From an optimization exercise on the open Yosys and OpenROAD flow, aimed at small area; shortcuts taken in it are not production practice.
Where RTL was checked, it was by simulation tests only, not by an equivalence proof against the original.
Only the layout flow was run in run 4; the RTL was not checked for function there.
The clock port is modelled as an ideal driver; clocking choices that lean on that would not hold on a real chip.
Power and IR drop assume default switching activity.

===== flow/standard.sh =====
#!/bin/bash
# synth_recipe.tcl (not shown) runs the flow's synth.tcl, then flattens the netlist and writes it again
# the make line also repeats each setting of config.mk as NAME=value (left out here)
make -C /OpenROAD-flow-scripts/flow DESIGN_CONFIG=/design/flow/config.mk WORK_HOME=/design/flow/orfs CLKGATE_MAP_FILE= SYNTH_SCRIPT=/design/flow/synth_recipe.tcl "${@:-finish}"

===== flow/flow/run.sh =====
#!/bin/bash
# The standard layout (standard.sh: ORFS with synth_recipe.tcl), with these changes:
# - each port is buffered by the smallest buffer (buf_1), not the cell buffer_ports picks;
# - the clock tree is built with the clock_tree_synthesis arguments in CTS_ARGS;
# - synthesis leaves adders to ABC (no extract_fa step) and maps the logic with
#   flow/abc_speed.script, which recovers more area than ORFS's own script.
#   The registers are mapped exactly as in the standard synthesis (that happens before ABC).
# - nor2b cells are added to the platform's don't-use list: the layer1 mask then maps to
#   nor2 gates that share one inverter of layer1.
# Every other ORFS script is used unchanged, from a copy in ./scripts.
# ORFS writes each tool's full log under orfs/logs; standard.sh's output goes to standard.log.
set -euo pipefail
export BUFFER_PORTS_ARGS="-buffer_cell sky130_fd_sc_hd__buf_1"
export CTS_ARGS="-sink_clustering_enable -repair_clock_nets -buf_list sky130_fd_sc_hd__clkbuf_4 -sink_clustering_size 10 -sink_clustering_max_diameter 35 -dont_use_dummy_load"
export PLACE_PINS_ARGS="-min_distance 1 -min_distance_in_tracks"
rm -rf scripts
cp -r "$FLOW_HOME/scripts" scripts
cp flow/abc_speed.script scripts/abc_speed.script
# skip the full/half adder extraction: the condition line becomes a constant 0
grep -q '^  \[dont_use_adder_kinds\] ne "none"$' scripts/synth.tcl
sed -i 's/^  \[dont_use_adder_kinds\] ne "none"$/  0/' scripts/synth.tcl
export SCRIPTS_DIR="$PWD/scripts"
# the platform's don't-use list (from its config.mk) plus the extra cells; on make's command
# line, as the platform's config.mk sets the variable itself
du=$(sed -n '/^export DONT_USE_CELLS += /,/^#$/p' "$FLOW_HOME/platforms/sky130hd/config.mk" | grep -o 'sky130_fd_sc_hd__[a-z0-9_]*' | tr '\n' ' ')
bash standard.sh "DONT_USE_CELLS=$du sky130_fd_sc_hd__nor2b_1 sky130_fd_sc_hd__nor2b_2 sky130_fd_sc_hd__nor2b_4" finish > standard.log 2>&1

===== flow/config.mk =====
export PLATFORM = sky130hd
export DESIGN_NAME = acc_bias_relu
export DESIGN_NICKNAME = acc_bias_relu
export VERILOG_FILES = /design/flow/design.v
export SDC_FILE = /design/flow/constraint.sdc
export NUM_CORES = 4
export LEC_CHECK = 0
export CAP_MARGIN = 20
export CORE_AREA = 10 10 360 260
export DIE_AREA = 0 0 370 270
export PLACE_DENSITY = 0.8
export SLEW_MARGIN = 40

===== flow/flow/abc_speed.script =====
strash
&get -n
&st
&dch
&nf -R 1000
&put
&get -n
&st
&dch -f
&nf -R 1000
&put
topo
stime -c
buffer -c
upsize -c
dnsize -c

===== flow/constraint.sdc =====
create_clock -name core_clock -period 5.0 [get_ports {clk}]
set_input_delay 1.0000 -clock core_clock [delete_from_list [all_inputs] [get_ports {clk}]]
set_output_delay 1.0000 -clock core_clock [all_outputs]
set_load 0.01 [all_outputs]

===== flow/design.v =====
`timescale 1ns / 1ps
module relu_lane (input [21:0] a, input [21:0] b, output [6:0] y);
wire [21:0] p = a ^ b;
wire [21:0] g = a & b;
wire g10 = g[1] | (p[1] & g[0]);
wire g32 = g[3] | (p[3] & g[2]);
wire p32 = p[3] & p[2];
wire g54 = g[5] | (p[5] & g[4]);
wire p54 = p[5] & p[4];
wire g30 = g32 | (p32 & g10);
wire c6 = g54 | (p54 & g30);
wire c7 = g[6] | (p[6] & c6);
wire s6 = p[6] ^ c6;
wire [8:0] c;
assign c[0] = c7;
wire Gx0 = g[8] | (p[8] & g[7]);
wire Px0 = p[8] & p[7];
wire Gx1 = g[10] | (p[10] & g[9]);
wire Px1 = p[10] & p[9];
wire Gx2 = g[12] | (p[12] & g[11]);
wire Px2 = p[12] & p[11];
wire Gx3 = g[14] | (p[14] & g[13]);
wire Px3 = p[14] & p[13];
wire Gx4 = Gx1 | (Px1 & Gx0);
wire Px4 = Px1 & Px0;
wire Gx5 = Gx3 | (Px3 & Gx2);
wire Px5 = Px3 & Px2;
wire Gx6 = Gx5 | (Px5 & Gx4);
wire Px6 = Px5 & Px4;
wire Gx7 = Gx2 | (Px2 & Gx4);
wire Px7 = Px2 & Px4;
wire Gx8 = g[9] | (p[9] & Gx0);
wire Px8 = p[9] & Px0;
wire Gx9 = g[11] | (p[11] & Gx4);
wire Px9 = p[11] & Px4;
wire Gx10 = g[13] | (p[13] & Gx7);
wire Px10 = p[13] & Px7;
assign c[1] = g[7] | (p[7] & c7);
assign c[2] = Gx0 | (Px0 & c7);
assign c[3] = Gx8 | (Px8 & c7);
assign c[4] = Gx4 | (Px4 & c7);
assign c[5] = Gx9 | (Px9 & c7);
assign c[6] = Gx7 | (Px7 & c7);
assign c[7] = Gx10 | (Px10 & c7);
assign c[8] = Gx6 | (Px6 & c7);
wire [7:0] q = p[14:7] ^ c[7:0];
wire [6:0] k;
assign k[0] = s6;
assign k[1] = k[0] & q[0];
assign k[2] = k[1] & q[1];
assign k[3] = k[2] & q[2];
assign k[4] = k[3] & q[3];
assign k[5] = k[4] & q[4];
assign k[6] = k[5] & q[5];
wire sat = q[7] | (k[6] & q[6]);
wire [6:0] r = q[6:0] ^ k;
wire [6:0] ch;
assign ch[0] = c[8];
assign ch[1] = g[15] | (p[15] & ch[0]);
assign ch[2] = g[16] | (p[16] & ch[1]);
assign ch[3] = g[17] | (p[17] & ch[2]);
assign ch[4] = g[18] | (p[18] & ch[3]);
assign ch[5] = g[19] | (p[19] & ch[4]);
assign ch[6] = g[20] | (p[20] & ch[5]);
wire c21 = ch[6];
wire neg = g[21] | (p[21] & ~c21);
assign y = neg ? 7'd0 : (r | {7{sat}});
endmodule
`timescale 1ns / 1ps
module acc_bias_relu(
    input i_add4_end,
    input clk,
    input rst_n,
    input layer1,
    output o_acc_end,
    input [15:0] i_acc_bias_fm_col,
    input i_add4_valid,
    input signed [22*32-1:0] i_add4_data,
    input signed [22*32-1:0] i_bias,
    input [15:0] i_bias_addr_base,
    output [15:0] o_sel_bias_addr,
    output [8*32-1:0] o_acc_data_out,
    output o_acc_data_out_valid
    );
wire [7*32-1:0] res;
genvar k;
generate
    for (k = 0; k < 32; k = k + 1) begin : lane
        relu_lane u (.a(i_add4_data[22*k +: 22]), .b(i_bias[22*k +: 22]), .y(res[7*k +: 7]));
    end
endgenerate
reg [7*32-1:0] d1, d2, d3, d4, d5;
always @(posedge clk) begin
    d1 <= {~res[7*32-1:7*16], res[7*16-1:0]};
    d2 <= d1;
    d3 <= d2;
    d4 <= d3;
    d5 <= d4;
end
reg [4:0] vld;
reg [15:0] sel_bias_addr_buf;
reg acc_end_ff1, acc_end_ff2;
always @(posedge clk) begin
    if (!rst_n) begin
        vld <= 0;
        sel_bias_addr_buf <= i_bias_addr_base;
        acc_end_ff1 <= 0;
        acc_end_ff2 <= 0;
    end else begin
        vld <= {vld[3:0], i_add4_valid};
        if (i_add4_end)
            sel_bias_addr_buf <= sel_bias_addr_buf + 16'd32;
        acc_end_ff1 <= i_add4_end;
        acc_end_ff2 <= acc_end_ff1;
    end
end
generate
    for (k = 0; k < 32; k = k + 1) begin : outb
        if (k < 16) begin : lo
            assign o_acc_data_out[8*k +: 8] = {1'b0, d5[7*k +: 7]};
        end else begin : hi
            assign o_acc_data_out[8*k +: 8] = {1'b0, ~(d5[7*k +: 7] | {7{~layer1}})};
        end
    end
endgenerate
assign o_acc_data_out_valid = vld[4];
assign o_sel_bias_addr = sel_bias_addr_buf;
assign o_acc_end = acc_end_ff2;
endmodule

==> out/metrics.cfg, run 1 <==
[setup_path]
cp_max_fo=7
crit_arrival_ps=5050
cp.required_ps=5810
critPathLaunchType=primary input
crit_path_end_kind=flip-flop
path_class=in2reg

[finish]
mostFrequentLayoutCells=buf_1 (1669), dfxtp_1 (1127), xnor2_1 (460)
fin_nets=7222
fillers=7799
fin_cells=7066
final_common_cell=buf_1
drive_gt1_frac=0.0428
area_growth_pct=19.8

[run_status]
outcome=finished clean

[pwr]
p_leak_uw=0.0186
p_switching_uw=5720
finalPower_uw=19900
swShare=0.287
power_frac_comb=0.211
p_int_uw=14200
clockPowerShare=0.201
power_density_nw_per_um2=399
pwr-share-seq=0.588
peakVddDrop_mv=0.198

[timing]
fmax_mhz=236
finalSetupViolations=0
finalClockSkew_ps=117
maxSlewViolCount=0
slew_headroom=0.447
holdWs_ps=212
rsz0062_at_grt=no
final_hold_viol_count=0
fin_crit_sh=0.848
period_minus_slack_ps=4240
setup_tns_ps=0
tightest_slew_ps=820

[synthesis]
synth_edf_count=16
synthesis.area_um2=41700
synth-compound-area-share=0.166
yosys.area_share.simple=0.0908
ys_top_cells_by_area=dfxtp_1 (54%), xnor2_1 (9.7%), xor2_1 (5.4%), nor2_1 (4.0%), a21oi_1 (3.2%)
synth_top_family_by_area=compound AO/OA/AOI/OAI gates
synth-async-reset-ratio=0
seq_area_frac_synth=0.553
synthMuxAreaShare=0
synth_ff_type=dfxtp_1
ys_ff_latch=1143
ys_types=57
yosys.area_share.adder=0.00834
avgSynthCellArea_um2=10.2
postSynthCellCount=4073
synth_warnings=1
synth_top_area_share=0.541
yosys.area.top_type=dfxtp_1
yosys.area_share.xor_xnor=0.151

[floorplan]
die_x_um=370
die-area_um2=99900
coreArea_um2=86500
initial_core_util=0.482
ios=1719
die_h_um=270
rows=91

[grt]
grt_use_total=0.308
overflow=0
antenna_found_initial=165
grt_max_degree=75
grt_pass1_wl_um=228000
grt_pass1_vias=36493

[route]
drc=0
wl_per_cell_um=22.9
detail-route-antenna-nets=0
wl_um=162000
dr.pass1.iters=7
vias_per_cell=5.22
dr_total_vias=36883
drt-initial-drc-count=2413

[clocking]
path_clk_slew_ps=100
worstSkewPairLatency_ps=990
postCtsHoldBufs=0
cts.sinks=1143
cts.repair.resized=0
cts_buffers=148
cts_tree=done
post-cts-setup-buffers=0

[run]
drv_cap=0

[place]
placed_cells=6789
globalplace.congestion=1.09
port_buffers=1670
hpwl_um=137000

[worst_hold_path]
hold_path_class=in2reg

-- path summary, 6_finish.rpt --
kind,startpoint,to,slack (ps),depth (start not counted)
worst min register to register,d1[82],d2[82],240,0
worst max register to register,sel_bias_addr_buf[5],sel_bias_addr_buf[15],2850,7
worst min-delay path,i_add4_valid,vld[0],210,2
worst max-delay path,i_add4_data[397],d1[128],760,22
-- metrics by stage --
step | util | setup slack [ps] | area (µm²)
after floorplan | - | 838 | 41800
after global placement | 0.561 | -177 | 48500
after detailed placement | 0.561 | -313 | 48500
after CTS | 0.573 | 778 | 49600
after global routing | 0.576 | 365 | 49900
final | 0.577 | 758 | 49900
-- cells by family (layout without fill, tap and decap cells) --
| family | Yosys count | count (layout) |
|---|---|---|
| flip-flops | 1143 | 1143 |
| other | 1 | 161 |
| buffers and inverters | 202 | 1873 |
| XOR/XNOR | 718 | 718 |
| AND/OR/NAND/NOR | 894 | 894 |
| AO/OA/AOI/OAI | 1082 | 1082 |
| adder cells (fa/ha/maj) | 33 | 33 |
-- critical path: stages --
cell and delay (ps):
buf_1 100, a22oi_1 90, o21ai_0 140, o21ai_0 320, a21oi_1 260, a21oi_1 90, o21ai_1 230, maj3_1 270
a21boi_1 100, or2_2 300, a31oi_1 270, a22oi_1 150, nor2_1 110, a21oi_1 80, nand3b_1 290, a21oi_1 200
a221oi_1 60, o21ai_0 180, o221ai_1 130, a22oi_1 340, buf_4 230, o21ai_0 100
-- power by group through the flow --
stage               logic (µW)  registers [µW]  clock network (µW)
CTS                       4160           11700                4170
global route              4620           11900                4560
floorplan                 2810           11700                   0
finish                    4210           11700                4010
global placement          4050           11900                   0
detailed placement        4140           11900                   0
-- layer usage --
layer	routed length, µm	track usage	part of all wire	vias to the layer above
met5	326	0.00641	0.0020	-
met2	66600	0.439	0.41	2030
met1	58000	0.327	0.36	16507
met4	14100	0.258	0.087	52
met3	23100	0.175	0.14	738
li1	-	-	-	17556
-- cell usage after synthesis (19+ instances only) --
cell and instances:
a21oi_1 263, nor3_1 24, o221ai_1 35, a22oi_1 142, and2_1 33, dfxtp_1 1127, a31oi_1 38, maj3_1 19
a21o_1 37, inv_1 40, o21ai_0 197, o21ai_1 58, a221oi_1 50, o22ai_1 126, nor2_1 446, buf_4 144
nand2b_1 58, nand3_1 33, nand2_1 253, o211ai_1 45, xnor2_1 460, xor2_1 258
-- layout make-up --
type	instances	area [µm²]	area share
diodes	129	323	0.00646
repair buffers	1684	6390	0.128
clock buffers	148	1110	0.0222
well taps	1162	1450	0.0291
inverters	41	156	0.00313
flip-flops and latches	1143	23000	0.461
multi-input cells	2759	17500	0.350
-- state kept, by name (all words and copies together), names as in the netlist --
register / cells
d4: 224
acc_end_ff2: 1
d1: 224
d2: 224
d3: 224
sel_bias_addr_buf: 16
d5: 224
vld: 5
acc_end_ff1: 1
==> run 2, diff against run 1 <==
--- a/flow/flow/run.sh
+++ b/flow/flow/run.sh
@@ -13,3 +13,3 @@
 export BUFFER_PORTS_ARGS="-buffer_cell sky130_fd_sc_hd__buf_1"
-export CTS_ARGS="-sink_clustering_enable -repair_clock_nets -buf_list sky130_fd_sc_hd__clkbuf_4 -sink_clustering_size 10 -sink_clustering_max_diameter 35 -dont_use_dummy_load"
+export CTS_ARGS="-sink_clustering_enable -repair_clock_nets -buf_list sky130_fd_sc_hd__clkbuf_4 -sink_clustering_size 12 -sink_clustering_max_diameter 30 -dont_use_dummy_load"
 export PLACE_PINS_ARGS="-min_distance 1 -min_distance_in_tracks"
--- a/flow/config.mk
+++ b/flow/config.mk
@@ -8,4 +8,4 @@
 export CAP_MARGIN = 20
-export CORE_AREA = 10 10 360 260
-export DIE_AREA = 0 0 370 270
+export CORE_AREA = 10 10 430 310
+export DIE_AREA = 0 0 440 320
 export PLACE_DENSITY = 0.8
==> run 2 against run 1 <==
  * Power up 0.96%
  * Via count up 0.48%
  * Routed wire length up 7.0%
  * Die area up 41%
  * Critical path depth up 5
  * Setup slack better by 160 ps
  * Synthesized cell count unchanged
  * Clock-buffer cell count up 4
  * Register-to-register slack better by 110 ps
  * Clock power up 2%
  * Flip-flop and latch count unchanged
  * Worst hold slack worse by 6.0 ps
  * Largest power group unchanged
==> out/metrics.cfg, run 2 <==
[synthesis]
yosys.area.top_type=dfxtp_1
synth_ff_type=dfxtp_1
synth_top_area_share=0.541  ; unchanged
ys_ff_latch=1143  ; unchanged
synth_edf_count=16  ; unchanged
synth-async-reset-ratio=0  ; unchanged
ys_types=57  ; unchanged
synth_top_family_by_area=compound AO/OA/AOI/OAI gates
synth-compound-area-share=0.166  ; unchanged
yosys.area_share.xor_xnor=0.151  ; unchanged
synthMuxAreaShare=0  ; unchanged
yosys.area_share.simple=0.0908  ; unchanged
avgSynthCellArea_um2=10.2  ; unchanged
postSynthCellCount=4073  ; unchanged
ys_top_cells_by_area=dfxtp_1 (54%), xnor2_1 (9.7%), xor2_1 (5.4%), nor2_1 (4.0%), a21oi_1 (3.2%)
synthesis.area_um2=41700  ; unchanged
synth_warnings=1  ; unchanged
synth_common_cells=dfxtp_1 (1127), xnor2_1 (460), nor2_1 (446), a21oi_1 (263), xor2_1 (258)
yosysMostFrequentCell=dfxtp_1
yosys.area_share.adder=0.00834  ; unchanged
seq_area_frac_synth=0.553  ; unchanged

[timing]
finalSetupViolations=0  ; unchanged
slew_headroom=0.561  ; +0.114
setup_tns_ps=0  ; unchanged
fin_crit_sh=0.816  ; -0.0321
maxSlewViolCount=0  ; unchanged
fmax_mhz=245  ; +3.9%
period_minus_slack_ps=4080  ; -160 ps
final_hold_viol_count=0  ; unchanged
rsz0062_at_grt=no
finalClockSkew_ps=112  ; -4.47 ps
tightest_slew_ps=651  ; -169 ps

[finish]
final_util=0.408  ; -0.169
ff_latch_area_um2=23000  ; unchanged
fin_nets=7242  ; +0.28%
fin_cells=7593  ; +7.5%
area_growth_pct=21.7
final_common_cell=buf_1
mostFrequentLayoutCells=buf_1 (1669), dfxtp_1 (1127), xnor2_1 (460)
drive_gt1_frac=0.0459  ; +0.00313
fillers=12751  ; +63%
multi_input_area_um2=17500  ; unchanged

[floorplan]
die_x_um=440  ; +19%
rows=109  ; +20%
initial_core_util=0.335  ; -0.147
ios=1719  ; unchanged
die-area_um2=141000  ; +41%
coreArea_um2=124000  ; +44%
die_h_um=320  ; +19%

[place]
hpwl_um=149000  ; +9.3%
globalplace.congestion=1.06  ; -2.4%
port_buffers=1670  ; unchanged
placed_cells=7307  ; +7.6%

[setup_path]
crit_arrival_ps=5020  ; -30 ps
cp.required_ps=5940  ; +130 ps
cp_max_fo=7  ; unchanged
path_class=in2reg
crit_path_end_kind=flip-flop
critPathLaunchType=primary input

[clocking]
worstSkewPairLatency_ps=1070  ; +80 ps
path_clk_slew_ps=100  ; about the same
cts_tree=done
cts.sinks=1143  ; unchanged
cts.repair.resized=0  ; unchanged
cts_buffers=152  ; +2.7%

[run_status]
outcome=finished clean

[grt]
grt_pass1_wl_um=240000  ; +5.5%
antenna_found_initial=166  ; +0.61%
grt_max_degree=49  ; -35%
overflow=0  ; unchanged
grt_use_total=0.232  ; -0.0757
grt_pass1_vias=37104  ; +1.7%

[pwr]
power_density_nw_per_um2=397  ; -0.62%
pwr-share-seq=0.586  ; -0.002
peakVddDrop_mv=0.218  ; +9.9%
clockPowerShare=0.203  ; +0.002
p_switching_uw=5860  ; +2.5%
power_frac_comb=0.211  ; about the same
p_leak_uw=0.0187  ; +0.51%
p_int_uw=14300  ; +0.36%
finalPower_uw=20100  ; +0.96%
swShare=0.291  ; +0.00424

[route]
vias_per_cell=4.88  ; -6.5%
wl_per_cell_um=22.8  ; -0.41%
detail-route-antenna-nets=0  ; unchanged
drc=0  ; unchanged
dr_total_vias=37060  ; +0.48%
drt-initial-drc-count=2283  ; -5.4%
dr.pass1.iters=6  ; -1
wl_um=173000  ; +7.0%

[worst_hold_path]
hold_path_class=in2reg

[run]
drv_cap=0  ; unchanged

-- run 2: timing repair --
| action | in CTS | in global routing |
|---|---|---|
| endpoints found under the hold margin | 1 | 0 |
| hold buffers | 1 | 0 |
| buffers inserted | 0 | 0 |
-- run 2: critical path: stages --
cell	delay [ps]
buf_1	180
a22oi_1	230
a21oi_1	160
a21oi_1	150
nor2_1	70
a221oi_1	210
nor2_1	90
buf_4	160
a22oi_1	280
o21ai_1	150
a21o_1	180
o21ai_2	70
nor2_1	60
a21oi_1	190
nand2_1	80
o21ai_1	150
a2bb2oi_1	320
nor2_1	70
a21oi_1	250
or3_1	160
a31oi_1	70
a221oi_1	200
o21ai_0	140
o221ai_1	90
a22oi_1	90
buf_4	160
o21ai_0	70
-- run 2: cell families (layout without fill, tap and decap cells) --
kind of cell | Yosys count | after routing
adder cells (fa/ha/maj) | 33 | 33
buffers and inverters | 202 | 1893
XOR/XNOR | 718 | 718
AO/OA/AOI/OAI | 1082 | 1082
other | 1 | 165
AND/OR/NAND/NOR | 894 | 894
flip-flops | 1143 | 1143
-- run 2: area by class of cell --
class	instances	area share
Sequential cell	1143	0.454
Tap cell	1665	0.0411
Timing Repair Buffer	1700	0.128
Inverter	41	0.00308
Antenna cell	133	0.00656
Clock buffer	152	0.0225
Multi-Input combinational cell	2759	0.344
-- run 2: stage by stage --
step | hold slack, ps | setup slack, ps | cell area, µm²
2_1_floorplan | 310 | 838 | 41800
3_3_place_gp | 310 | -172 | 49300
3_5_place_dp | 312 | -136 | 49300
4_1_cts | 10.3 | 1040 | 50400
5_1_grt | 62.2 | 611 | 50700
6_report | 206 | 919 | 50700
-- run 2: path summary, 6_finish.rpt --
kind                              from                    end  slack (ps)  cells after the start
setup / recovery      i_add4_data[574]                d1[182]         920                     27
hold / removal              i_add4_end            acc_end_ff1         210                      2
setup reg to reg  sel_bias_addr_buf[5]  sel_bias_addr_buf[15]        2960                      7
hold reg to reg                d3[109]                d4[109]         220                      0
-- run 2: power by group through the flow --
stage	Combinational, µW	Clock (µW)	Sequential, µW
after global placement	4150	0	12000
after floorplan	2810	0	11700
after detailed placement	4220	0	12000
after global routing	4670	4680	12000
final	4250	4090	11800
after CTS	4240	4310	11800
-- run 2: per-layer routing --
metal  global-route usage  wire length, µm  up-vias  part of all wire
li1                     -                -    17566                 -
met5                    0              389        -            0.0022
met3                0.107            16800      890             0.097
met2                0.346            76400     1933              0.44
met4                0.236            18100       64              0.10
met1                0.235            61800    16607              0.36
==> run 3, diff against run 2 <==
--- a/flow/flow/run.sh
+++ b/flow/flow/run.sh
@@ -13,4 +13,4 @@
 export BUFFER_PORTS_ARGS="-buffer_cell sky130_fd_sc_hd__buf_1"
-export CTS_ARGS="-sink_clustering_enable -repair_clock_nets -buf_list sky130_fd_sc_hd__clkbuf_4 -sink_clustering_size 12 -sink_clustering_max_diameter 30 -dont_use_dummy_load"
-export PLACE_PINS_ARGS="-min_distance 1 -min_distance_in_tracks"
+export CTS_ARGS="-sink_clustering_enable -repair_clock_nets -buf_list {sky130_fd_sc_hd__clkbuf_4 sky130_fd_sc_hd__clkbuf_8} -sink_clustering_size 14 -sink_clustering_max_diameter 40 -dont_use_dummy_load"
+
 rm -rf scripts
--- a/flow/config.mk
+++ b/flow/config.mk
@@ -8,4 +8,4 @@
 export CAP_MARGIN = 20
-export CORE_AREA = 10 10 430 310
-export DIE_AREA = 0 0 440 320
+export CORE_AREA = 10 10 550 390
+export DIE_AREA = 0 0 560 400
 export PLACE_DENSITY = 0.8
==> run 3 against run 2 <==
  * Now fails the layout checks on antenna violations
  * Synthesized area did not move
  * Register-to-register slack hardly changed
  * Clock skew down 17 ps
  * Combinational power is 5.4% higher
  * Core utilization down 15 points
  * Sequential share of layout area down 1.6 points
  * Flip-flop and latch count unchanged
  * Clock-buffer cell count down 36
  * Synthesized cell count stayed put
  * Setup slack worse by 300 ps
  * Routed wire length increased by 39%
  * Critical path depth is 1 higher
  * Largest power group unchanged
==> out/metrics.cfg, run 3 <==
[synthesis]
yosysMostFrequentCell=dfxtp_1
postSynthCellCount=4073  ; unchanged
synth_edf_count=16  ; unchanged
synth-async-reset-ratio=0  ; unchanged
synth_warnings=1  ; unchanged
ys_ff_latch=1143  ; unchanged
synthesis.area_um2=41700  ; unchanged
synth_top_area_share=0.541  ; unchanged
avgSynthCellArea_um2=10.2  ; unchanged
yosys.area.top_type=dfxtp_1
ys_top_cells_by_area=dfxtp_1 (54%), xnor2_1 (9.7%), xor2_1 (5.4%), nor2_1 (4.0%), a21oi_1 (3.2%)
ys_types=57  ; unchanged
synth_ff_type=dfxtp_1
seq_area_frac_synth=0.553  ; unchanged
synth_common_cells=dfxtp_1 (1127), xnor2_1 (460), nor2_1 (446), a21oi_1 (263), xor2_1 (258)

[setup_path]
cp.required_ps=5640  ; -300 ps
reg2reg_from=sel_bias_addr_buf[6]
path_class=in2reg
cpMaxStageDelayCell=a21oi_1
critPathLaunchType=primary input
r2r_slack_ps=2970  ; about the same
timing.rr.end=sel_bias_addr_buf[15]
ff2ff_path_depth=7  ; unchanged
crit_path_end_kind=flip-flop
cp_max_fo=7  ; unchanged
slowest_delay_ps=330  ; about the same
crit_arrival_ps=5020  ; about the same
cpMostUsedCell=a21oi_1

[route]
drc=0  ; unchanged
wl_um=242000  ; +39%
wl_per_cell_um=28.0  ; +23%
vias_per_cell=4.44  ; -9.0%
dr_total_vias=38406  ; +3.6%
detail-route-antenna-nets=1  ; +1
drt-initial-drc-count=4407  ; +93%
dr.pass1.iters=7  ; +1

[floorplan]
die-area_um2=224000  ; +59%
die_h_um=400  ; +25%
rows=139  ; +28%
ios=1719  ; unchanged
initial_core_util=0.204  ; -0.131
die_x_um=560  ; +27%
coreArea_um2=204000  ; +64%

[pwr]
p_leak_uw=0.0190  ; +1.2%
peakVddDrop_mv=0.302  ; +39%
power_density_nw_per_um2=404  ; +1.8%

[finish]
mostFrequentLayoutCells=buf_1 (1656), dfxtp_1 (1127), xnor2_1 (460)
drive_gt1_frac=0.0442  ; -0.00171
fin_area_um2=52600  ; +3.7%
fillers=22043  ; +73%
area_growth_pct=26.2
final_common_cell=buf_1
fin_nets=7217  ; -0.35%
fin_cells=8643  ; +14%
final_util=0.258  ; -0.150

[timing]
maxSlewViolCount=0  ; unchanged
fin_crit_sh=0.877  ; +0.0606
fmax_mhz=228  ; -6.9%
slew_headroom=0.353  ; -0.208
tightest_slew_ps=974  ; +323 ps
holdWs_ps=244  ; +37.4 ps
finalClockSkew_ps=94.8  ; -17.3 ps
finalSetupViolations=0  ; unchanged
period_minus_slack_ps=4380  ; +303 ps
fin_ws_ps=616  ; -303 ps
final_hold_viol_count=0  ; unchanged
rsz0062_at_grt=no

[clocking]
worstSkewPairLatency_ps=820  ; -250 ps
path_clk_slew_ps=80  ; -20 ps
cts_buffers=116  ; -24%
post-cts-setup-buffers=0  ; unchanged
cts_tree=done
postCtsHoldBufs=0  ; -1
cts.repair.resized=0  ; unchanged
cts.sinks=1143  ; unchanged

[grt]
grt_max_degree=46  ; -6.1%
grt_pass1_vias=34274  ; -7.6%
grt_pass1_wl_um=305000  ; +27%
antenna_found_initial=288  ; +73%
overflow=0  ; unchanged
grt_use_total=0.200  ; -0.0327

[place]
port_buffers=1670  ; unchanged
hpwl_um=218000  ; +46%
globalplace.congestion=1.16  ; +8.7%
pre_cts_ws_ps=-28.4  ; +107 ps
placed_cells=8403  ; +15%
dpl_cell_area_um2=50700  ; +2.9%

[worst_hold_path]
hold_depth=0  ; -2
worstHoldEndpoint=d2[117]
hold_path_class=reg2reg
holdCritStartpoint=d1[117]

[run]
drv_cap=0  ; unchanged

[run_status]
outcome=complete, but fails checks
violations=antenna violations

## run 3: layout make-up
| type | count | area, µm² | share of cell area |
|---|---|---|---|
| clock buffers | 116 | 1600 | 0.0303 |
| inverters | 41 | 156 | 0.00297 |
| repair buffers | 1711 | 6600 | 0.125 |
| multi-input cells | 2759 | 17500 | 0.332 |
| well taps | 2749 | 3440 | 0.0654 |
| diodes | 124 | 310 | 0.00590 |
| flip-flops and latches | 1143 | 23000 | 0.438 |
## run 3: worst max-delay path: cells and delay by family
| kind | cells | cell delay, ps |
|---|---|---|
| AND/OR/NAND/NOR | 5 | 430 |
| AO/OA/AOI/OAI | 18 | 2730 |
| buffers and inverters | 5 | 850 |
## run 3: report_power, final
group	internal, µW	total, µW	switching [µW]	leakage [µW]
combinational	1690	4480	2790	0.00848
sequential	11200	11900	655	0.00964
clock	2040	4910	2870	0.000835
total	14900	21300	6310	0.0190
## run 3: worst max path at each step
| stage | startpoint | to | slack (ps) | cells after the start |
|---|---|---|---|---|
| 2_1_floorplan | i_add4_data[332] | d1[105] | 840 | 25 |
| 3_3_place_gp | i_add4_data[550] | d1[181] | 130 | 28 |
| 3_5_place_dp | i_add4_data[550] | d1[179] | -30 | 28 |
| 4_1_cts | i_add4_data[550] | d1[176] | 850 | 28 |
| 5_1_grt | i_add4_data[552] | d1[176] | 400 | 28 |
| 6_report | i_add4_data[550] | d1[176] | 620 | 28 |
## run 3: metrics by stage
stage                     total power, µW  TNS [ps]
after CTS                           21400         0
after global routing                22300         0
final                               21300         0
after floorplan                     14500         0
after detailed placement            16500      -123
after global placement              16400         0
## run 3: logic make-up after synthesis
| logic type | Yosys count | synth area share |
|---|---|---|
| xor gates and xnor gates | 718 | 0.151 |
| AOI/OAI and AO/OA | 1082 | 0.166 |
| other | 1 | 0.0000899 |
| DFF | 1143 | 0.553 |
| and+or+nand+nor | 894 | 0.0908 |
| adders and majority gates | 33 | 0.00834 |
| buffers and inverters | 202 | 0.0311 |
## run 3: per-layer routing
layer | global-route usage | vias up | wire length, µm
li1 | - | 17464 | -
met2 | 0.284 | 2467 | 98800
met4 | 0.0746 | 128 | 10200
met3 | 0.125 | 611 | 37700
met1 | 0.240 | 17736 | 94000
met5 | 0.0277 | - | 1150
==> run 4, diff against run 3 <==
--- a/flow/design.v
+++ b/flow/design.v
@@ -23,24 +23,26 @@
 wire Px3 = p[14] & p[13];
-wire Gx4 = Gx1 | (Px1 & Gx0);
-wire Px4 = Px1 & Px0;
-wire Gx5 = Gx3 | (Px3 & Gx2);
-wire Px5 = Px3 & Px2;
-wire Gx6 = Gx5 | (Px5 & Gx4);
-wire Px6 = Px5 & Px4;
-wire Gx7 = Gx2 | (Px2 & Gx4);
-wire Px7 = Px2 & Px4;
-wire Gx8 = g[9] | (p[9] & Gx0);
-wire Px8 = p[9] & Px0;
-wire Gx9 = g[11] | (p[11] & Gx4);
-wire Px9 = p[11] & Px4;
-wire Gx10 = g[13] | (p[13] & Gx7);
-wire Px10 = p[13] & Px7;
+wire Gx4 = g[9] | (p[9] & Gx0);
+wire Px4 = p[9] & Px0;
+wire Gx5 = Gx1 | (Px1 & Gx0);
+wire Px5 = Px1 & Px0;
+wire Gx6 = g[13] | (p[13] & Gx2);
+wire Px6 = p[13] & Px2;
+wire Gx7 = Gx3 | (Px3 & Gx2);
+wire Px7 = Px3 & Px2;
+wire Gx8 = g[11] | (p[11] & Gx5);
+wire Px8 = p[11] & Px5;
+wire Gx9 = Gx2 | (Px2 & Gx5);
+wire Px9 = Px2 & Px5;
+wire Gx10 = Gx6 | (Px6 & Gx5);
+wire Px10 = Px6 & Px5;
+wire Gx11 = Gx7 | (Px7 & Gx5);
+wire Px11 = Px7 & Px5;
 assign c[1] = g[7] | (p[7] & c7);
 assign c[2] = Gx0 | (Px0 & c7);
-assign c[3] = Gx8 | (Px8 & c7);
-assign c[4] = Gx4 | (Px4 & c7);
-assign c[5] = Gx9 | (Px9 & c7);
-assign c[6] = Gx7 | (Px7 & c7);
+assign c[3] = Gx4 | (Px4 & c7);
+assign c[4] = Gx5 | (Px5 & c7);
+assign c[5] = Gx8 | (Px8 & c7);
+assign c[6] = Gx9 | (Px9 & c7);
 assign c[7] = Gx10 | (Px10 & c7);
-assign c[8] = Gx6 | (Px6 & c7);
+assign c[8] = Gx11 | (Px11 & c7);
 wire [7:0] q = p[14:7] ^ c[7:0];
--- a/flow/flow/run.sh
+++ b/flow/flow/run.sh
@@ -13,4 +13,4 @@
 export BUFFER_PORTS_ARGS="-buffer_cell sky130_fd_sc_hd__buf_1"
-export CTS_ARGS="-sink_clustering_enable -repair_clock_nets -buf_list {sky130_fd_sc_hd__clkbuf_4 sky130_fd_sc_hd__clkbuf_8} -sink_clustering_size 14 -sink_clustering_max_diameter 40 -dont_use_dummy_load"
-
+export CTS_ARGS="-sink_clustering_enable -repair_clock_nets -buf_list sky130_fd_sc_hd__clkbuf_4 -sink_clustering_size 10 -sink_clustering_max_diameter 35 -dont_use_dummy_load"
+export PLACE_PINS_ARGS="-min_distance 1 -min_distance_in_tracks"
 rm -rf scripts
--- a/flow/config.mk
+++ b/flow/config.mk
@@ -8,4 +8,4 @@
 export CAP_MARGIN = 20
-export CORE_AREA = 10 10 550 390
-export DIE_AREA = 0 0 560 400
+export CORE_AREA = 10 10 360 260
+export DIE_AREA = 0 0 370 270
 export PLACE_DENSITY = 0.8
==> run 4 against run 3 <==
  * Now clean on timing, DRC and antenna
  * Via count down 3.6%
  * Global-route usage up 11 points
  * First-iteration DRC count down 47%
  * Setup slack better by 260 ps
  * Core utilization up 32 points
  * Worst hold slack worse by 11 ps
  * Largest cell class unchanged
  * Largest power group unchanged
  * Highest routed layer unchanged
==> out/metrics.cfg, run 4 <==
[setup_path]
cp_max_fo=7  ; unchanged
critPathLaunchType=primary input
crit_path_end_kind=flip-flop
path_delay_family=compound AO/OA/AOI/OAI gates
cp.required_ps=5770  ; +130 ps
slowest_delay_ps=450  ; +120 ps
path_buf_inv=2  ; -3
path_class=in2reg
crit_arrival_ps=4890  ; -130 ps
crit_chain=buf_1 -> o211ai_1 -> a21oi_1 -> a221oi_1 -> o21ai_0 -> inv_1 -> nor2_1 -> a21oi_1 -> o21ai_0 -> a21o_1 -> o21ai_0 -> nor2_1 -> a21oi_1 -> a21oi_1 -> nor3b_1 -> a32oi_1 -> a21oi_1 -> a221oi_1 -> o21ai_0 -> o221ai_1 -> a22oi_1 -> o21ai_0
cpMaxStageDelayCell=o21ai_0

[route]
dr_total_vias=37028  ; -3.6%
wl_per_cell_um=23.3  ; -17%
drt-initial-drc-count=2349  ; -47%
vias_per_cell=5.19  ; +17%
detail-route-antenna-nets=0  ; -1
wl_um=166000  ; -31%
dr.pass1.iters=7  ; unchanged
drc=0  ; unchanged

[place]
port_buffers=1670  ; unchanged
dpl_cell_area_um2=48700  ; -4.0%
globalplace.congestion=1.10  ; -4.5%
hpwl_um=142000  ; -35%

[pwr]
swShare=0.289  ; -0.00846
power_density_nw_per_um2=398  ; -1.5%
peakVddDrop_mv=0.265  ; -12%
clockPowerShare=0.200  ; -0.031
finalPower_uw=20000  ; -6.0%
p_switching_uw=5760  ; -8.7%
p_int_uw=14200  ; -4.9%
power_frac_comb=0.214  ; +0.003
p_leak_uw=0.0187  ; -1.1%
pwr-share-seq=0.586  ; +0.028

[grt]
grt_pass1_wl_um=229000  ; -25%
antenna_found_initial=178  ; -38%
grt_use_total=0.312  ; +0.113
grt_pass1_vias=36556  ; +6.7%
overflow=0  ; unchanged
grt_max_degree=63  ; +37%

[finish]
fin_nets=7255  ; +0.53%
area_growth_pct=19.8
final_common_cell=buf_1
final_util=0.580  ; +0.322
fin_area_um2=50200  ; -4.5%
mostFrequentLayoutCells=buf_1 (1669), dfxtp_1 (1127), xnor2_1 (478)
drive_gt1_frac=0.0346  ; -0.00959

[timing]
maxSlewViolCount=0  ; unchanged
rsz0062_at_grt=no
final_hold_viol_count=0  ; unchanged
finalClockSkew_ps=70.0  ; -24.8 ps
fin_crit_sh=0.824  ; -0.0530
tightest_slew_ps=760  ; -215 ps
slew_headroom=0.494  ; +0.141
period_minus_slack_ps=4120  ; -265 ps
fmax_mhz=243  ; +6.4%
finalSetupViolations=0  ; unchanged
setup_tns_ps=0  ; unchanged

[clocking]
cts_tree=done
path_clk_slew_ps=100  ; +20 ps
cts_buffers=147  ; +27%
worstSkewPairLatency_ps=1000  ; +180 ps
cts.repair.resized=0  ; unchanged
post-cts-setup-buffers=0  ; unchanged
cts.sinks=1143  ; unchanged
postCtsHoldBufs=0  ; unchanged

[synthesis]
synth_edf_count=16  ; unchanged
postSynthCellCount=4109  ; +0.88%
synth_warnings=1  ; unchanged
synth_common_cells=dfxtp_1 (1127), xnor2_1 (478), nor2_1 (400), nand2_1 (323), xor2_1 (250)
synth-async-reset-ratio=0  ; unchanged
ys_top_cells_by_area=dfxtp_1 (54%), xnor2_1 (10%), xor2_1 (5.2%), nor2_1 (3.6%), nand2_1 (2.9%)
yosys.area.top_type=dfxtp_1
seq_area_frac_synth=0.550  ; -0.00276
synth_ff_type=dfxtp_1
ys_ff_latch=1143  ; unchanged
synthesis.area_um2=41900  ; +0.50%
synth_top_area_share=0.538  ; -0.00270
yosysMostFrequentCell=dfxtp_1
avgSynthCellArea_um2=10.2  ; -0.38%
ys_types=53  ; -7.0%

[run_status]
outcome=finished clean

[run]
drv_cap=0  ; unchanged

[floorplan]
die_x_um=370  ; -34%
rows=91  ; -35%
coreArea_um2=86500  ; -58%
initial_core_util=0.484  ; +0.280
die_h_um=270  ; -33%
die-area_um2=99900  ; -55%
ios=1719  ; unchanged

[worst_hold_path]
hold_path_class=in2reg

==> run 4: cell types whose count changed after synthesis, moves of 14 or more <==
cell | previous run | this run
a21o_1 | 37 | 51
nor2_1 | 446 | 400
xnor2_1 | 460 | 478
nand2_1 | 253 | 323
a21oi_1 | 263 | 236
maj3_1 | 19 | 51
o21ai_0 | 197 | 182
nand3_1 | 33 | 64
==> run 4: worst paths after layout <==
| path | from | end | slack, ps | cells past startpoint |
|---|---|---|---|---|
| max reg2reg | sel_bias_addr_buf[5] | sel_bias_addr_buf[15] | 2980 | 7 |
| min reg2reg | d1[104] | d2[104] | 260 | 0 |
| min | i_add4_end | acc_end_ff1 | 230 | 2 |
| max | i_bias[485] | d1[159] | 880 | 22 |
==> run 4: logic make-up (layout without fill, tap and decap cells) <==
logic type / Yosys count / after routing / share of synthesized area
fa+ha+maj: 56 / 56 / 0.0135
xor+xnor: 728 / 728 / 0.152
buf+inv: 201 / 1869 / 0.0309
simple gates: 932 / 932 / 0.0939
compound gates: 1048 / 1048 / 0.160
other cells: 1 / 200 / 0.0000895
flops: 1143 / 1143 / 0.550
==> run 4: per-layer routing <==
| metal | share of wire | GRT usage | wire (µm) |
|---|---|---|---|
| met3 | 0.12 | 0.155 | 20600 |
| met2 | 0.42 | 0.446 | 69400 |
| met4 | 0.095 | 0.291 | 15800 |
| met5 | 0.0020 | 0.0138 | 338 |
| met1 | 0.36 | 0.332 | 60000 |
==> run 4: cell type report <==
class	instances	area (µm²)
well taps	1162	1450
repair buffers	1680	6360
inverters	42	160
multi-input cells	2796	17700
clock buffers	147	1100
fillers	7822	36300
diodes	168	420
flip-flops and latches	1143	23000
==> run 4: stage by stage <==
stage,setup WS (ps),hold WS [ps],instances
finish,881,233,7138
global route,567,133,7108
CTS,1070,90.8,6970
detailed placement,43.6,312,6823
global placement,99.0,310,6823
floorplan,931,310,4140
==> run 4: worst reg2reg max path: stages (launching register included) <==
cell and delay (ps):
edfxtp_1 440, and3_1 260, nand2_1 120, nor2_1 270, and3_1 290, nand3_1 130
xor2_1 170, a21oi_1 80
==> run 4: power by group through the flow <==
| stage | combinational, µW | sequential (µW) | clock (µW) |
|---|---|---|---|
| final | 4280 | 11700 | 4000 |
| after global routing | 4680 | 11900 | 4530 |
| after CTS | 4230 | 11700 | 4130 |
| after detailed placement | 4210 | 11900 | 0 |
| after global placement | 4130 | 11800 | 0 |
| after floorplan | 2830 | 11700 | 0 |
==> run 5, diff against run 4 <==
--- a/flow/design.v
+++ b/flow/design.v
@@ -4,9 +4,10 @@
 wire [21:0] g = a & b;
-wire g10 = g[1] | (p[1] & g[0]);
-wire g32 = g[3] | (p[3] & g[2]);
-wire p32 = p[3] & p[2];
-wire g54 = g[5] | (p[5] & g[4]);
-wire p54 = p[5] & p[4];
-wire g30 = g32 | (p32 & g10);
-wire c6 = g54 | (p54 & g30);
+wire [6:0] cl;
+assign cl[1] = a[0] & b[0];
+assign cl[2] = (a[1] & b[1]) | (a[1] & cl[1]) | (b[1] & cl[1]);
+assign cl[3] = (a[2] & b[2]) | (a[2] & cl[2]) | (b[2] & cl[2]);
+assign cl[4] = (a[3] & b[3]) | (a[3] & cl[3]) | (b[3] & cl[3]);
+assign cl[5] = (a[4] & b[4]) | (a[4] & cl[4]) | (b[4] & cl[4]);
+assign cl[6] = (a[5] & b[5]) | (a[5] & cl[5]) | (b[5] & cl[5]);
+wire c6 = cl[6];
 wire c7 = g[6] | (p[6] & c6);
==> run 5 against run 4 <==
  * Still clean
  * Setup slack got worse by 330 ps
  * Critical path depth down 1
  * Sequential share of layout area down 0.12 points
  * Via count hardly changed
  * Non-clock buffer count is 108 higher
  * Clock skew rose by 45 ps
  * Cell count is 1.2% lower
  * Core utilization up 0.15 points
  * Cell area up 0.26%
  * Global-route usage rose by 0.34 points
  * Register-to-register slack better by 70 ps
  * Routed wire length grew 0.45%
  * Largest power group unchanged
==> out/metrics.cfg, run 5 <==
[run_status]
outcome=finished clean

[finish]
mostFrequentLayoutCells=buf_1 (1669), dfxtp_1 (1127), xnor2_1 (426)
final_common_cell=buf_1
fin_area_um2=50400  ; +0.26%
drive_gt1_frac=0.0581  ; +0.0235
area_growth_pct=21.8
fin_nets=7209  ; -0.63%

[setup_path]
path_buf_inv=1  ; -1
cpMaxStageDelayCell=maj3_1
path_class=in2reg
cpMostUsedCell=maj3_1
path_delay_family=compound AO/OA/AOI/OAI gates
crit_chain=buf_1 -> a22oi_1 -> o21ai_0 -> o221ai_1 -> a21oi_1 -> maj3_1 -> maj3_1 -> maj3_1 -> maj3_1 -> maj3_1 -> o21ai_0 -> a31oi_1 -> nand2_1 -> o221ai_1 -> o221ai_1 -> a21oi_1 -> a221oi_1 -> o22ai_1 -> a21oi_1 -> a21oi_1 -> o21ai_0
ff2ff_path_depth=6  ; -1
cp_max_fo=7  ; unchanged
critPathLaunchType=primary input
cp.required_ps=5860  ; +90 ps
crit_arrival_ps=5300  ; +410 ps
r2r_slack_ps=3050  ; +70 ps
reg2reg_from=sel_bias_addr_buf[5]
crit_path_end_kind=flip-flop
slowest_delay_ps=410  ; -40 ps
timing.rr.end=sel_bias_addr_buf[15]

[worst_hold_path]
holdCritStartpoint=i_add4_valid
worstHoldEndpoint=vld[0]
hold_depth=2  ; unchanged
hold_path_class=in2reg

[route]
dr.pass1.iters=32  ; +25
drt-initial-drc-count=2436  ; +3.7%
dr_total_vias=37004  ; -0.065%
wl_per_cell_um=23.7  ; +1.6%
detail-route-antenna-nets=0  ; unchanged
wl_um=167000  ; +0.45%
vias_per_cell=5.25  ; +1.1%
drc=0  ; unchanged

[floorplan]
coreArea_um2=86500  ; unchanged
ios=1719  ; unchanged
die-area_um2=99900  ; unchanged
die_h_um=270  ; unchanged
die_x_um=370  ; unchanged
initial_core_util=0.478  ; -0.00661
rows=91  ; unchanged

[synthesis]
synthesis.area_um2=41300  ; -1.4%
seq_area_frac_synth=0.557  ; +0.00761
synth_warnings=1  ; unchanged
ys_top_cells_by_area=dfxtp_1 (55%), xnor2_1 (9.0%), xor2_1 (5.2%), nor2_1 (3.4%), a21oi_1 (2.7%)
ys_ff_latch=1143  ; unchanged
synth_common_cells=dfxtp_1 (1127), xnor2_1 (426), nor2_1 (372), xor2_1 (247), nand2_1 (243)
synth_edf_count=16  ; unchanged
synth-async-reset-ratio=0  ; unchanged
yosys.area.top_type=dfxtp_1
ys_types=50  ; -5.7%
synth_ff_type=dfxtp_1
postSynthCellCount=3955  ; -3.7%
synth_top_area_share=0.546  ; +0.00745
avgSynthCellArea_um2=10.5  ; +2.5%
yosysMostFrequentCell=dfxtp_1

[clocking]
postCtsHoldBufs=0  ; unchanged
path_clk_slew_ps=90  ; about the same
worstSkewPairLatency_ps=980  ; -20 ps
post-cts-setup-buffers=0  ; unchanged
cts_tree=done
cts.sinks=1143  ; unchanged
cts_buffers=147  ; unchanged
cts.repair.resized=0  ; unchanged

[timing]
tightest_slew_ps=775  ; +15.7 ps
slew_headroom=0.478  ; -0.0160
fmax_mhz=225  ; -7.3%
rsz0062_at_grt=no
finalSetupViolations=0  ; unchanged
period_minus_slack_ps=4440  ; +325 ps
fin_crit_sh=0.889  ; +0.0651
final_hold_viol_count=0  ; unchanged
finalClockSkew_ps=115  ; +45.1 ps
maxSlewViolCount=0  ; unchanged
setup_tns_ps=0  ; unchanged
fin_ws_ps=555  ; -325 ps
holdWs_ps=219  ; -13.3 ps

[place]
port_buffers=1670  ; unchanged
globalplace.congestion=1.12  ; +1.8%
hpwl_um=140000  ; -1.3%
dpl_cell_area_um2=48900  ; +0.46%
pre_cts_ws_ps=-394  ; -438 ps

[grt]
grt_pass1_vias=36302  ; -0.69%
antenna_found_initial=176  ; -1.1%
grt_use_total=0.316  ; +0.00338
grt_max_degree=60  ; -4.8%
overflow=0  ; unchanged
grt_pass1_wl_um=230000  ; +0.51%

[pwr]
peakVddDrop_mv=0.289  ; +9.2%
power_density_nw_per_um2=395  ; -0.73%
p_leak_uw=0.0188  ; +0.39%
finalPower_uw=19900  ; -0.47%

[run]
drv_cap=0  ; unchanged

## run 5: changes by cell type in the layout (fill, tap and decap cells not counted), moves of 31 or more
cell     before  now
xnor2_1     478  426
diode_2     168  130
nor3_1       11   47
o21ai_1      61   22
o21ai_0     182  213
maj3_2        5   40
nand2_1     323  243
buf_4         9  118
## run 5: per-stage QoR
stage / utilization / std cells
after floorplan: - / 3986
after global placement: 0.565 / 6777
after detailed placement: 0.565 / 6777
after CTS: 0.578 / 6924
after global routing: 0.581 / 7029
final: 0.582 / 7054
## run 5: metal layers
| metal | part of all wire | wire (µm) | GRT usage |
|---|---|---|---|
| met5 | 0.0034 | 561 | 0.0168 |
| met4 | 0.096 | 16000 | 0.290 |
| met3 | 0.14 | 23600 | 0.200 |
| met2 | 0.40 | 66800 | 0.429 |
| met1 | 0.36 | 60000 | 0.328 |
## run 5: how the worst max path moves through the flow
stage / from / to / slack, ps / cells after the start
2_1_floorplan: i_add4_data[617] / d1[196] / 280 / 20
3_3_place_gp: i_add4_data[575] / d1[185] / -260 / 21
3_5_place_dp: i_add4_data[575] / d1[182] / -390 / 21
4_1_cts: i_add4_data[575] / d1[184] / 720 / 21
5_1_grt: i_add4_data[573] / d1[184] / 420 / 21
6_report: i_add4_data[575] / d1[184] / 560 / 21
## run 5: power by group
group | switching, µW | internal [µW] | total (µW)
registers | 498 | 11200 | 11600
logic | 2570 | 1690 | 4260
clock network | 2620 | 1350 | 3970
total | 5690 | 14200 | 19900
## run 5: worst register-to-register path: cells and delay by family (launching register included)
| kind | cells | cell delay (ps) |
|---|---|---|
| AOI/OAI and AO/OA | 1 | 80 |
| xor gates and xnor gates | 1 | 150 |
| DFF | 1 | 450 |
| and+or+nand+nor | 4 | 990 |
## run 5: area by class of cell
type	instances	area, µm²
well taps	1162	1450
flip-flops and latches	1143	23000
multi-input cells	2658	17200
fillers	7798	36200
clock buffers	147	1100
diodes	130	325
repair buffers	1788	7160
inverters	26	100
## run 5: cells by family after synthesis
| logic type | count (synthesis) | synth area share |
|---|---|---|
| AOI/OAI and AO/OA | 985 | 0.152 |
| xor gates and xnor gates | 673 | 0.143 |
| other | 1 | 0.0000907 |
| and+or+nand+nor | 847 | 0.0879 |
| buffers and inverters | 185 | 0.0299 |
| DFF | 1143 | 0.557 |
| adders and majority gates | 121 | 0.0305 |
==> run 6, diff against run 5 <==
--- a/flow/flow/run.sh
+++ b/flow/flow/run.sh
@@ -4,3 +4,3 @@
 # - the clock tree is built with the clock_tree_synthesis arguments in CTS_ARGS;
-# - synthesis leaves adders to ABC (no extract_fa step) and maps the logic with
+# - synthesis extracts only full adders (not half adders) and maps the rest with
 #   flow/abc_speed.script, which recovers more area than ORFS's own script.
@@ -18,5 +18,5 @@
 cp flow/abc_speed.script scripts/abc_speed.script
-# skip the full/half adder extraction: the condition line becomes a constant 0
-grep -q '^  \[dont_use_adder_kinds\] ne "none"$' scripts/synth.tcl
-sed -i 's/^  \[dont_use_adder_kinds\] ne "none"$/  0/' scripts/synth.tcl
+# extract only full adders (no half adders) before ABC
+grep -q 'extract_fa {\*}\[dont_use_extract_fa_args\]' scripts/synth.tcl
+sed -i 's/extract_fa {\*}\[dont_use_extract_fa_args\]/extract_fa -fa/' scripts/synth.tcl
 export SCRIPTS_DIR="$PWD/scripts"
==> run 6 against run 5 <==
  * Global-route usage down 1.7 points
  * Clock power barely moved
  * Setup slack improved by 310 ps
  * Die area is the same
  * Fmax rose by 7.5%
  * Synthesized cell count rose by 1.3%
  * Cell count shrank 0.89%
  * Core utilization fell by 0.60 points
  * Via count decreased by 2.4%
  * Flip-flop and latch count is the same
  * Sequential share of layout area rose by 0.48 points
  * Clock-buffer cell count did not move
  * Largest cell class unchanged
  * Highest routed layer unchanged
==> out/metrics.cfg, run 6 <==
[run_status]
outcome=finished clean

[setup_path]
reg2reg_from=sel_bias_addr_buf[5]
r2r_slack_ps=3010  ; -40 ps
critPathLaunchType=primary input
crit_arrival_ps=4880  ; -420 ps
cp.required_ps=5750  ; -110 ps
timing.rr.end=sel_bias_addr_buf[15]
path_class=in2reg
slowest_delay_ps=330  ; -80 ps
crit_path_end_kind=flip-flop
path_delay_family=compound AO/OA/AOI/OAI gates
cpMostUsedCell=a21oi_1
cp_max_fo=7  ; unchanged
path_buf_inv=3  ; +2
crit_chain=buf_1 -> a22oi_1 -> nor2_1 -> a221oi_1 -> o21ai_0 -> o21ai_0 -> fa_1 -> inv_1 -> a21oi_1 -> o21ai_1 -> a22oi_1 -> nor2_1 -> a21oi_1 -> nand2b_1 -> a21boi_0 -> nand2_1 -> o2111ai_1 -> a21oi_1 -> a221oi_1 -> o21ai_0 -> o221ai_1 -> a22o_1 -> buf_4 -> a21oi_1
cpMaxStageDelayCell=fa_1
ff2ff_path_depth=7  ; +1

[timing]
rsz0062_at_grt=no
slew_headroom=0.571  ; +0.0928
fmax_mhz=242  ; +7.5%
setup_tns_ps=0  ; unchanged
finalSetupViolations=0  ; unchanged
maxSlewViolCount=0  ; unchanged
final_hold_viol_count=0  ; unchanged
tightest_slew_ps=644  ; -131 ps
period_minus_slack_ps=4130  ; -312 ps
finalClockSkew_ps=114  ; -0.691 ps
fin_crit_sh=0.827  ; -0.0624

[grt]
grt_use_total=0.298  ; -0.0174
antenna_found_initial=126  ; -28%
grt_pass1_vias=35867  ; -1.2%
grt_pass1_wl_um=221000  ; -4.1%
overflow=0  ; unchanged
grt_max_degree=69  ; +15%

[synthesis]
yosys.area.top_type=dfxtp_1
synth_top_area_share=0.542  ; -0.00386
seq_area_frac_synth=0.554  ; -0.00394
synth-async-reset-ratio=0  ; unchanged
avgSynthCellArea_um2=10.4  ; -0.62%
ys_types=62  ; +24%
synth_warnings=1  ; unchanged
synth_common_cells=dfxtp_1 (1127), nor2_1 (384), xnor2_1 (347), nand2_1 (257), o21ai_0 (238)
synthesis.area_um2=41600  ; +0.71%
yosysMostFrequentCell=dfxtp_1
synth_edf_count=16  ; unchanged
synth_ff_type=dfxtp_1
ys_top_cells_by_area=dfxtp_1 (54%), xnor2_1 (7.3%), xor2_1 (4.8%), nor2_1 (3.5%), fa_1 (3.1%)
ys_ff_latch=1143  ; unchanged
postSynthCellCount=4008  ; +1.3%

[pwr]
finalPower_uw=19700  ; -0.77%
power_density_nw_per_um2=396  ; +0.26%
p_leak_uw=0.0189  ; +0.55%
power_frac_comb=0.208  ; -0.006
clockPowerShare=0.200  ; about the same
p_switching_uw=5590  ; -1.7%
swShare=0.283  ; -0.00253
p_int_uw=14100  ; -0.42%
peakVddDrop_mv=0.252  ; -13%
pwr-share-seq=0.592  ; +0.006

[floorplan]
die_x_um=370  ; unchanged
initial_core_util=0.481  ; +0.00340
rows=91  ; unchanged
coreArea_um2=86500  ; unchanged
ios=1719  ; unchanged
die-area_um2=99900  ; unchanged
die_h_um=270  ; unchanged

[clocking]
cts.repair.resized=0  ; unchanged
cts_tree=done
postCtsHoldBufs=0  ; unchanged
worstSkewPairLatency_ps=1000  ; +20 ps
post-cts-setup-buffers=0  ; unchanged
path_clk_slew_ps=90  ; about the same
cts.sinks=1143  ; unchanged
cts_buffers=147  ; unchanged

[finish]
drive_gt1_frac=0.0340  ; -0.0242
final_common_cell=buf_1
area_growth_pct=19.7
fin_cells=6991  ; -0.89%
fillers=7795  ; -0.038%
fin_nets=7221  ; +0.17%
mostFrequentLayoutCells=buf_1 (1669), dfxtp_1 (1127), nor2_1 (384)

[place]
hpwl_um=133000  ; -5.2%
globalplace.congestion=1.08  ; -3.6%
port_buffers=1670  ; unchanged
placed_cells=6725  ; -0.77%

[route]
dr_total_vias=36120  ; -2.4%
drt-initial-drc-count=2467  ; +1.3%
wl_per_cell_um=22.3  ; -5.6%
wl_um=156000  ; -6.4%
dr.pass1.iters=13  ; -59%
vias_per_cell=5.17  ; -1.5%
detail-route-antenna-nets=0  ; unchanged
drc=0  ; unchanged

[worst_hold_path]
holdCritStartpoint=i_add4_valid
hold_depth=2  ; unchanged
worstHoldEndpoint=vld[0]
hold_path_class=in2reg

[run]
drv_cap=0  ; unchanged

run 6: power groups by stage:
stage | combinational (µW) | sequential [µW] | clock [µW]
after detailed placement | 4030 | 11900 | 0
after CTS | 4050 | 11700 | 4100
after global placement | 3960 | 11800 | 0
after floorplan | 2690 | 11700 | 0
after global routing | 4490 | 11900 | 4470
final | 4100 | 11700 | 3940
run 6: routing by layer:
layer	share of wire	up-vias	track usage
met2	0.42	1970	0.426
met5	0.0015	-	0.0197
met3	0.12	688	0.156
li1	-	17222	-
met4	0.091	34	0.274
met1	0.36	16206	0.313
run 6: stage by stage:
stage               hold WS (ps)  setup slack [ps]  cell area, µm²  utilization
floorplan                    310               974           41700            -
global placement             310             -27.8           48400        0.560
detailed placement           312             -53.5           48400        0.560
CTS                         79.4               976           49500        0.572
global route                 141               470           49800        0.575
finish                       228               867           49800        0.576
run 6: cell families after synthesis:
kind of cell	after synthesis	synth area share
XOR/XNOR	576	0.121
AND/OR/NAND/NOR	852	0.0891
buffers and inverters	280	0.0382
AO/OA/AOI/OAI	1064	0.160
other	1	0.0000901
adder cells (fa/ha/maj)	92	0.0376
flip-flops	1143	0.554
run 6: layout make-up:
class | instances | area (µm²) | share of cell area
antenna | 119 | 298 | 0.00598
clock buffer | 147 | 1100 | 0.0221
inverter | 121 | 459 | 0.00921
multi-input combinational | 2616 | 17100 | 0.343
sequential | 1143 | 23000 | 0.462
tap | 1162 | 1450 | 0.0292
timing repair buffer | 1683 | 6370 | 0.128
run 6: worst max path at each step:
stage          slack, ps       to        startpoint  depth (start not counted)
2_1_floorplan        970   d1[63]  i_add4_data[199]                         23
3_3_place_gp         -30  d1[106]  i_add4_data[331]                         24
3_5_place_dp         -50  d1[107]  i_add4_data[331]                         24
4_1_cts              980  d1[109]  i_add4_data[331]                         24
5_1_grt              470  d1[106]  i_add4_data[331]                         24
6_report             870  d1[109]  i_add4_data[331]                         24
==> run 7, diff against run 6 <==
--- a/flow/flow/abc_speed.script
+++ b/flow/flow/abc_speed.script
@@ -4,2 +4,7 @@
 &dch
+&nf -R 1000
+&put
+&get -n
+&st
+&dch -f
 &nf -R 1000
==> run 7 against run 6 <==
  * Still clean on timing, DRC and antenna
  * Die area is the same
  * Synthesized cell count shrank 3.3%
  * Critical path depth grew 1
  * Critical path type unchanged
==> out/metrics.cfg, run 7 <==
[floorplan]
die-area_um2=99900  ; unchanged
die_x_um=370  ; unchanged
coreArea_um2=86500  ; unchanged
die_h_um=270  ; unchanged
ios=1719  ; unchanged
initial_core_util=0.476  ; -0.00460
rows=91  ; unchanged

[route]
wl_met3_um=20000  ; +5.7%
dr_total_vias=35546  ; -1.6%
m1WireLength_um=58700  ; +3.9%
dr.pass1.iters=24  ; +11
detail-route-antenna-nets=0  ; unchanged
wl_per_cell_um=23.4  ; +4.5%
met2_length_um=68300  ; +3.0%
vias_per_cell=5.15  ; -0.23%
wl_um=161000  ; +3.1%
drt-initial-drc-count=2334  ; -5.4%
top_layer=met5
drc=0  ; unchanged

[setup_path]
crit_arrival_ps=5090  ; +210 ps
cpMaxStageDelayCell=fa_1
critPathLaunchType=primary input
path_class=in2reg
reg2reg_from=sel_bias_addr_buf[5]
cpMostUsedCell=a21oi_1
cp.required_ps=5770  ; +20 ps
timing.rr.end=sel_bias_addr_buf[15]
slowest_delay_ps=420  ; +90 ps
ff2ff_path_depth=7  ; unchanged
cp_max_fo=7  ; unchanged
r2r_slack_ps=2970  ; -40 ps
crit_path_end_kind=flip-flop

[synthesis]
synthesis.area_um2=41200  ; -0.96%
synth_warnings=1  ; unchanged
synth_edf_count=16  ; unchanged
seq_area_frac_synth=0.559  ; +0.00534
ys_top_cells_by_area=dfxtp_1 (55%), xnor2_1 (7.0%), xor2_1 (5.8%), a21oi_1 (3.3%), nor2_1 (3.2%)
yosys.area.top_type=dfxtp_1
yosysMostFrequentCell=dfxtp_1
ys_ff_latch=1143  ; unchanged
ys_types=48  ; -23%
synth_ff_type=dfxtp_1
avgSynthCellArea_um2=10.6  ; +2.5%
synth-async-reset-ratio=0  ; unchanged
postSynthCellCount=3874  ; -3.3%
synth_common_cells=dfxtp_1 (1127), nor2_1 (349), xnor2_1 (328), xor2_1 (271), a21oi_1 (269)
synth_top_area_share=0.547  ; +0.00523

[pwr]
power_density_nw_per_um2=397  ; +0.27%
finalPower_uw=19700  ; about the same
p_int_uw=14100  ; -0.22%
swShare=0.284  ; +0.000994
power_frac_comb=0.211  ; +0.003
p_leak_uw=0.0188  ; -0.76%
pwr-share-seq=0.591  ; about the same
clockPowerShare=0.198  ; -0.002
peakVddDrop_mv=0.200  ; -21%
p_switching_uw=5610  ; +0.27%

[finish]
area_growth_pct=20.4
fin_nets=7110  ; -1.5%
fillers=7803  ; +0.10%
fin_cells=6896  ; -1.4%
final_common_cell=buf_1
drive_gt1_frac=0.0375  ; +0.00353
mostFrequentLayoutCells=buf_1 (1670), dfxtp_1 (1127), nor2_1 (349)

[worst_hold_path]
holdCritStartpoint=d3[26]
hold_depth=0  ; -2
hold_path_class=reg2reg
worstHoldEndpoint=d4[26]

[timing]
finalClockSkew_ps=99.4  ; -15.1 ps
tightest_slew_ps=751  ; +107 ps
period_minus_slack_ps=4320  ; +183 ps
slew_headroom=0.497  ; -0.0733
fmax_mhz=232  ; -4.2%
final_hold_viol_count=0  ; unchanged
rsz0062_at_grt=no
maxSlewViolCount=0  ; unchanged
fin_crit_sh=0.863  ; +0.0367
finalSetupViolations=0  ; unchanged

[grt]
grt_pass1_wl_um=224000  ; +1.5%
overflow=0  ; unchanged
grt_pass1_vias=35162  ; -2.0%
grt_max_degree=78  ; +13%
grt_use_total=0.307  ; +0.00851
antenna_found_initial=150  ; +19%

[clocking]
postCtsHoldBufs=0  ; unchanged
cts.repair.resized=0  ; unchanged
path_clk_slew_ps=90  ; about the same
post-cts-setup-buffers=0  ; unchanged
cts_tree=done
cts_buffers=143  ; -2.7%
cts.sinks=1143  ; unchanged
worstSkewPairLatency_ps=1000  ; about the same

[place]
port_buffers=1670  ; unchanged
globalplace.congestion=1.10  ; +1.1%
placed_cells=6618  ; -1.6%
hpwl_um=138000  ; +4.3%

[run_status]
outcome=finished clean

[run]
drv_cap=0  ; unchanged

[run 7: cell count changes after synthesis, moves of 18 or more]
cell	previous run	this run
xor2_1	229	271
nand2_1	257	128
and2b_1	24	2
a21oi_1	234	269
o21ai_1	40	14
a31oi_1	42	23
nand2b_1	78	50
nor3_1	21	39
nor2_1	384	349
xnor2_1	347	328
maj3_1	25	55
o22ai_1	161	182
[run 7: worst max path at each step]
stage,start,endpoint,slack (ps),cells past startpoint
2_1_floorplan,i_add4_data[265],d1[84],500,22
3_3_place_gp,i_bias[507],d1[164],-150,25
3_5_place_dp,i_add4_data[507],d1[163],-210,25
4_1_cts,i_add4_data[507],d1[163],920,25
5_1_grt,i_bias[508],d1[163],510,25
6_report,i_add4_data[507],d1[163],680,25
[run 7: area by class of cell]
type	count	area, µm²	share of cell area
antenna	135	338	0.00680
clock buffer	143	1070	0.0216
inverter	134	508	0.0102
multi-input combinational	2469	16700	0.336
sequential	1143	23000	0.464
tap	1162	1450	0.0293
timing repair buffer	1710	6580	0.133
[run 7: critical path: cells and delay by family]
kind            cells  cell delay (ps)
compound gates     16             2480
fa+ha+maj           2              680
buf+inv             4              540
simple gates        3              380
[run 7: cells by family (layout without fill, tap and decap cells)]
| group | count (synthesis) | after routing | share of synthesized area |
|---|---|---|---|
| flip-flops | 1143 | 1143 | 0.559 |
| buffers and inverters | 293 | 1987 | 0.0398 |
| XOR/XNOR | 599 | 599 | 0.127 |
| adder cells (fa/ha/maj) | 131 | 131 | 0.0477 |
| other | 1 | 167 | 0.0000910 |
| AO/OA/AOI/OAI | 1048 | 1048 | 0.158 |
| AND/OR/NAND/NOR | 659 | 659 | 0.0687 |
[run 7: power groups by stage]
stage                     Clock [µW]  Sequential (µW)  Combinational [µW]
final                           3890            11700                4160
after global routing            4440            11800                4560
after floorplan                    0            11700                2650
after global placement             0            11800                4030
after detailed placement           0            11900                4100
after CTS                       4050            11700                4120
[run 7: stage by stage]
step | util | TNS [ps] | setup WS (ps) | hold slack [ps] | area [µm²]
floorplan | - | 0 | 499 | 310 | 41300
global placement | 0.558 | -980 | -150 | 310 | 48200
detailed placement | 0.558 | -1320 | -210 | 312 | 48200
CTS | 0.570 | 0 | 915 | 44.6 | 49300
global route | 0.573 | 0 | 506 | 129 | 49600
finish | 0.574 | 0 | 684 | 230 | 49700
[run 7: layer usage]
layer  vias to the layer above  track usage
li1                      16925            -
met1                     16042        0.324
met2                      1878        0.432
met3                       661        0.172
met4                        40        0.271
met5                         -       0.0222

==> static timing again, ports no longer ideal <==
The results above use ideal ports. As a check the final layouts listed here were re-extracted and re-timed, cells and wires unchanged. Step 1 (the two cells are an assumption about what drives the block):
set clk [get_ports {clk}]
set_driving_cell -lib_cell sky130_fd_sc_hd__clkbuf_16 $clk
set_driving_cell -lib_cell sky130_fd_sc_hd__buf_2 [delete_from_list [all_inputs] $clk]
Step 2 moves the port delays by t, midway between the first and last clock arrival at a register: inputs arrive t later, outputs are due t later. That takes back most of the time a late clock gives input paths. a / b / c = no drivers / after step 1 / after step 2; a / b = the first two.
run | t, ns | slack for setup (ns) | worst setup path after step 2 | clock arrival spread, ns | cell pins on the clock port's net
run 1 | 1.008 | 0.758 / 0.787 / -0.221 | input to register | 0.145 / 0.146 | 1
run 2 | 1.064 | 0.919 / 0.943 / -0.121 | input to register | 0.188 / 0.188 | 1
run 3 | 0.837 | 0.616 / 0.640 / -0.197 | input to register | 0.149 / 0.149 | 1
run 4 | 1.000 | 0.881 / 0.898 / -0.102 | input to register | 0.117 / 0.117 | 1
run 5 | 0.996 | 0.555 / 0.448 / -0.549 | input to register | 0.130 / 0.129 | 1
run 6 | 0.986 | 0.867 / 0.906 / -0.080 | input to register | 0.165 / 0.165 | 1
run 7 | 0.995 | 0.684 / 0.711 / -0.284 | input to register | 0.153 / 0.152 | 1
The setup slack of run 5, which loses most, moves by -0.107 ns with the drivers and by -1.104 ns with both steps.
